Context: an optimization exercise on an open-source flow, tuned for small area, a short achievable clock period and few clock cycles per item. The choices shown serve that exercise and are no tape-out recipe.
At most, simulation tests tie the RTL to the original design; equivalence was not proved.

try-pepper:
## booth_multiplier
module booth_multiplier(
	input			clk,
	input			rst_n,
	input [32:0]	data1,
	input [32:0]	data2,
	input			valid_i,
	output			ready_o,
	input			ready_i,
	output			valid_o,
	output [63:0] 	res
);
	reg			va, vs, vr;
	reg			nrdy, vo;
	reg [32:0]	a1, s1, s2;
	reg [16:0]	a_one, a_two;
	reg [15:0]	a_neg;
	reg [63:0]	r;
	wire [63:0]	prod;
	wire		r_free = ~vr | ready_i;
	wire		a_load = r_free | ~va;
	wire		acc = valid_i & ~vs;
	assign ready_o = ~nrdy;
	assign valid_o = vo;
	assign res = r;
	wire [32:0]	b_in = vs ? s2 : data2;
	wire [34:0]	b_ext = {1'b0, b_in, 1'b0};
	wire [16:0]	e_one, e_two;
	wire [15:0]	e_neg;
	genvar j;
	generate
		for (j = 0; j < 17; j = j + 1) begin : enc
			assign e_one[j] = b_ext[2*j+1] ^ b_ext[2*j];
			assign e_two[j] = (b_ext[2*j+2] & ~b_ext[2*j+1] & ~b_ext[2*j]) |
			                  (~b_ext[2*j+2] & b_ext[2*j+1] & b_ext[2*j]);
			if (j < 16) begin : n
				assign e_neg[j] = b_ext[2*j+2];
			end
  ...
Size: about 3,000 cells after synthesis, roughly 140 I/O pins, ~30,000 um^2 of cells after synthesis.
==> flow/config.mk <==
export PLATFORM = sky130hd
export DESIGN_NAME = booth_multiplier
export DESIGN_NICKNAME = booth_multiplier
export VERILOG_FILES = /design/flow/design.v
export SDC_FILE = /design/flow/constraint.sdc
export NUM_CORES = 4
export LEC_CHECK = 0
export ABC_AREA = 1
export CAP_MARGIN = 20
export CELL_PAD_IN_SITES_DETAIL_PLACEMENT = 2
export CELL_PAD_IN_SITES_GLOBAL_PLACEMENT = 2
export CORE_MARGIN = 2
export CORE_UTILIZATION = 30
export CTS_BUF_LIST = sky130_fd_sc_hd__clkbuf_8
export PLACE_DENSITY = 0.5
export SLEW_MARGIN = 20
export SYNTH_HIERARCHICAL = 1
export SYNTH_MINIMUM_KEEP_SIZE = 0
==> flow/constraint.sdc <==
create_clock -name core_clock -period 32.0 [get_ports {clk}]
set_input_delay 6.4000 -clock core_clock [delete_from_list [all_inputs] [get_ports {clk}]]
set_output_delay 6.4000 -clock core_clock [all_outputs]
set_load 0.01 [all_outputs]
standard.sh (not shown) runs the stock make flow with config.mk's settings and CLKGATE_MAP_FILE= SYNTH_SCRIPT=/design/flow/synth_recipe.tcl, a recipe that flattens the netlist after the stock synthesis.
==> flow/flow/run.sh <==
#!/bin/bash
# The standard layout (standard.sh) with extra ORFS make variables:
#  - port buffers use a plain buffer cell (buf_2) instead of the default choice
#  - flow/extra.txt, if present, holds one more VAR=VALUE per line
set -euo pipefail
ARGS=("BUFFER_PORTS_ARGS=-buffer_cell sky130_fd_sc_hd__buf_2")
if [[ -f flow/extra.txt ]]; then
  while read -r line; do [[ -n "$line" ]] && ARGS+=("$line"); done < flow/extra.txt
fi
bash standard.sh "${ARGS[@]}" finish > make.log 2>&1
Testbench counts of try-pepper, summed over its fixed seeds: cycles 2,064, items 2,048.
Changes in try-juniper relative to try-pepper:
Settings: a deleted CTS_BUF_LIST that had been sky130_fd_sc_hd__clkbuf_8.
--- outcome ---
- try-juniper: PASS, flow complete, no timing, DRC or antenna violations
- Looking at wire length of the first global-routing pass, try-juniper sits below try-pepper.
- Diff try-pepper..try-juniper | non-clock inverter total of the final layout | unchanged
- For fraction of area in registers, try-juniper and try-pepper come out practically identical.
For try-tundra, these inputs were changed with respect to try-juniper:
Settings: changing PLACE_DENSITY from 0.5 to 0.6; changing CORE_UTILIZATION from 30 to 45.
==> flow/flow/extra.txt (new file) <==
SETUP_SLACK_MARGIN=25
--- outcome ---
- Re core utilization: try-juniper was lower than try-tundra.
- try-tundra: number of detailed-route iterations in the first pass 2 below try-juniper
- try-tundra vs. try-juniper: fraction of layout instances using a drive strength above 1 shows an increase of 3.3 points, floorplan row count saw a decrease.
- Diff try-tundra and try-juniper: transition time at the pin with the least slew margin higher in try-juniper
- Going from try-juniper to try-tundra, number of cells on the worst reg-to-reg path grew by more than a quarter.
- Relative to try-juniper, met3 usage in global routing has increased by 2.8 points in try-tundra.
- From try-juniper to try-tundra, count of flip-flops with a built-in enable after synthesis did not move at all.
- Compared with try-juniper, try-tundra shows sequential share of layout area lower by 0.60 points.

booth_multiplier, a different RTL version from the one above (not shown whole).
Size in the first run: about 200 flip-flops, about 140 I/O pins, ~29000 um^2 of cells after synthesis.
==> flow/config.mk <==
export PLATFORM = sky130hd
export DESIGN_NAME = booth_multiplier
export DESIGN_NICKNAME = booth_multiplier
export VERILOG_FILES = /design/flow/design.v
export SDC_FILE = /design/flow/constraint.sdc
export NUM_CORES = 4
export LEC_CHECK = 0
export ABC_AREA = 1
export CAP_MARGIN = 20
export CELL_PAD_IN_SITES_DETAIL_PLACEMENT = 2
export CELL_PAD_IN_SITES_GLOBAL_PLACEMENT = 2
export CORE_MARGIN = 2
export CORE_UTILIZATION = 30
export CTS_CLUSTER_DIAMETER = 100
export CTS_CLUSTER_SIZE = 24
export PLACE_DENSITY = 0.5
export SLEW_MARGIN = 20
export SYNTH_HIERARCHICAL = 1
export SYNTH_MINIMUM_KEEP_SIZE = 0
==> flow/constraint.sdc <==
create_clock -name core_clock -period 32.0 [get_ports {clk}]
set_input_delay 6.4000 -clock core_clock [delete_from_list [all_inputs] [get_ports {clk}]]
set_output_delay 6.4000 -clock core_clock [all_outputs]
set_load 0.01 [all_outputs]
==> flow/flow/extra.txt <==
SETUP_SLACK_MARGIN=24.5
Scripts as last shown in full above: flow/flow/run.sh
Next try:
--- a/flow/config.mk
+++ b/flow/config.mk
@@ -11,8 +11,8 @@
 export CELL_PAD_IN_SITES_GLOBAL_PLACEMENT = 2
 export CORE_MARGIN = 2
-export CORE_UTILIZATION = 30
+export CORE_UTILIZATION = 50
 export CTS_CLUSTER_DIAMETER = 100
 export CTS_CLUSTER_SIZE = 24
-export PLACE_DENSITY = 0.5
+export PLACE_DENSITY = 0.65
 export SLEW_MARGIN = 20
 export SYNTH_HIERARCHICAL = 1
Now the flow did not get past global routing on DPL-0033.
Synthesized area does not change.
Synthesized cell count does not change.
Next try:
--- a/flow/config.mk
+++ b/flow/config.mk
@@ -11,8 +11,8 @@
 export CELL_PAD_IN_SITES_GLOBAL_PLACEMENT = 2
 export CORE_MARGIN = 2
-export CORE_UTILIZATION = 50
+export CORE_UTILIZATION = 30
 export CTS_CLUSTER_DIAMETER = 100
 export CTS_CLUSTER_SIZE = 24
-export PLACE_DENSITY = 0.65
+export PLACE_DENSITY = 0.5
 export SLEW_MARGIN = 20
 export SYNTH_HIERARCHICAL = 1
removed: flow/flow/extra.txt
The new run produced a clean layout.
Area after synthesis stays the same.
Synthesized cell count stays the same.
No run of this note included a check of the RTL's function; only the layout flow was run.

[re-timing with driven ports]
The results above use ideal ports. As a check the final layouts listed here were re-extracted and re-timed, cells and wires unchanged.
Step 1 sets driving cells, clkbuf_16 on the clock port and buf_2 on the other inputs (assumed; they add their load-dependent delay and slew).
Step 2, shift: input delay + t, output delay - t, t = (earliest + latest rising clock arrival at the registers) / 2. This alone moves slack from input paths to output paths.
Slacks: ideal / step 1 / step 2; pairs: ideal / step 1.
| run | shift t [ns] | slack for setup (ns) | worst setup path at the end |
|---|---|---|---|
| try-pepper | 0.760 | 24.292 / 24.231 / 23.876 | input to register |
| try-juniper | 0.710 | 24.365 / 24.291 / 23.908 | input to register |
| try-tundra | 0.681 | 24.404 / 24.330 / 24.381 | input to register |
| the first run of note 2 | 0.658 | 24.401 / 24.329 / 24.067 | input to register |
| the third run of note 2 | 0.647 | 23.284 / 23.284 / 23.284 | register to register |
After both steps setup and hold are still met in every run listed. The setup slack of try-juniper, which loses most, moves by -0.074 ns with the drivers and by -0.457 ns with both steps.
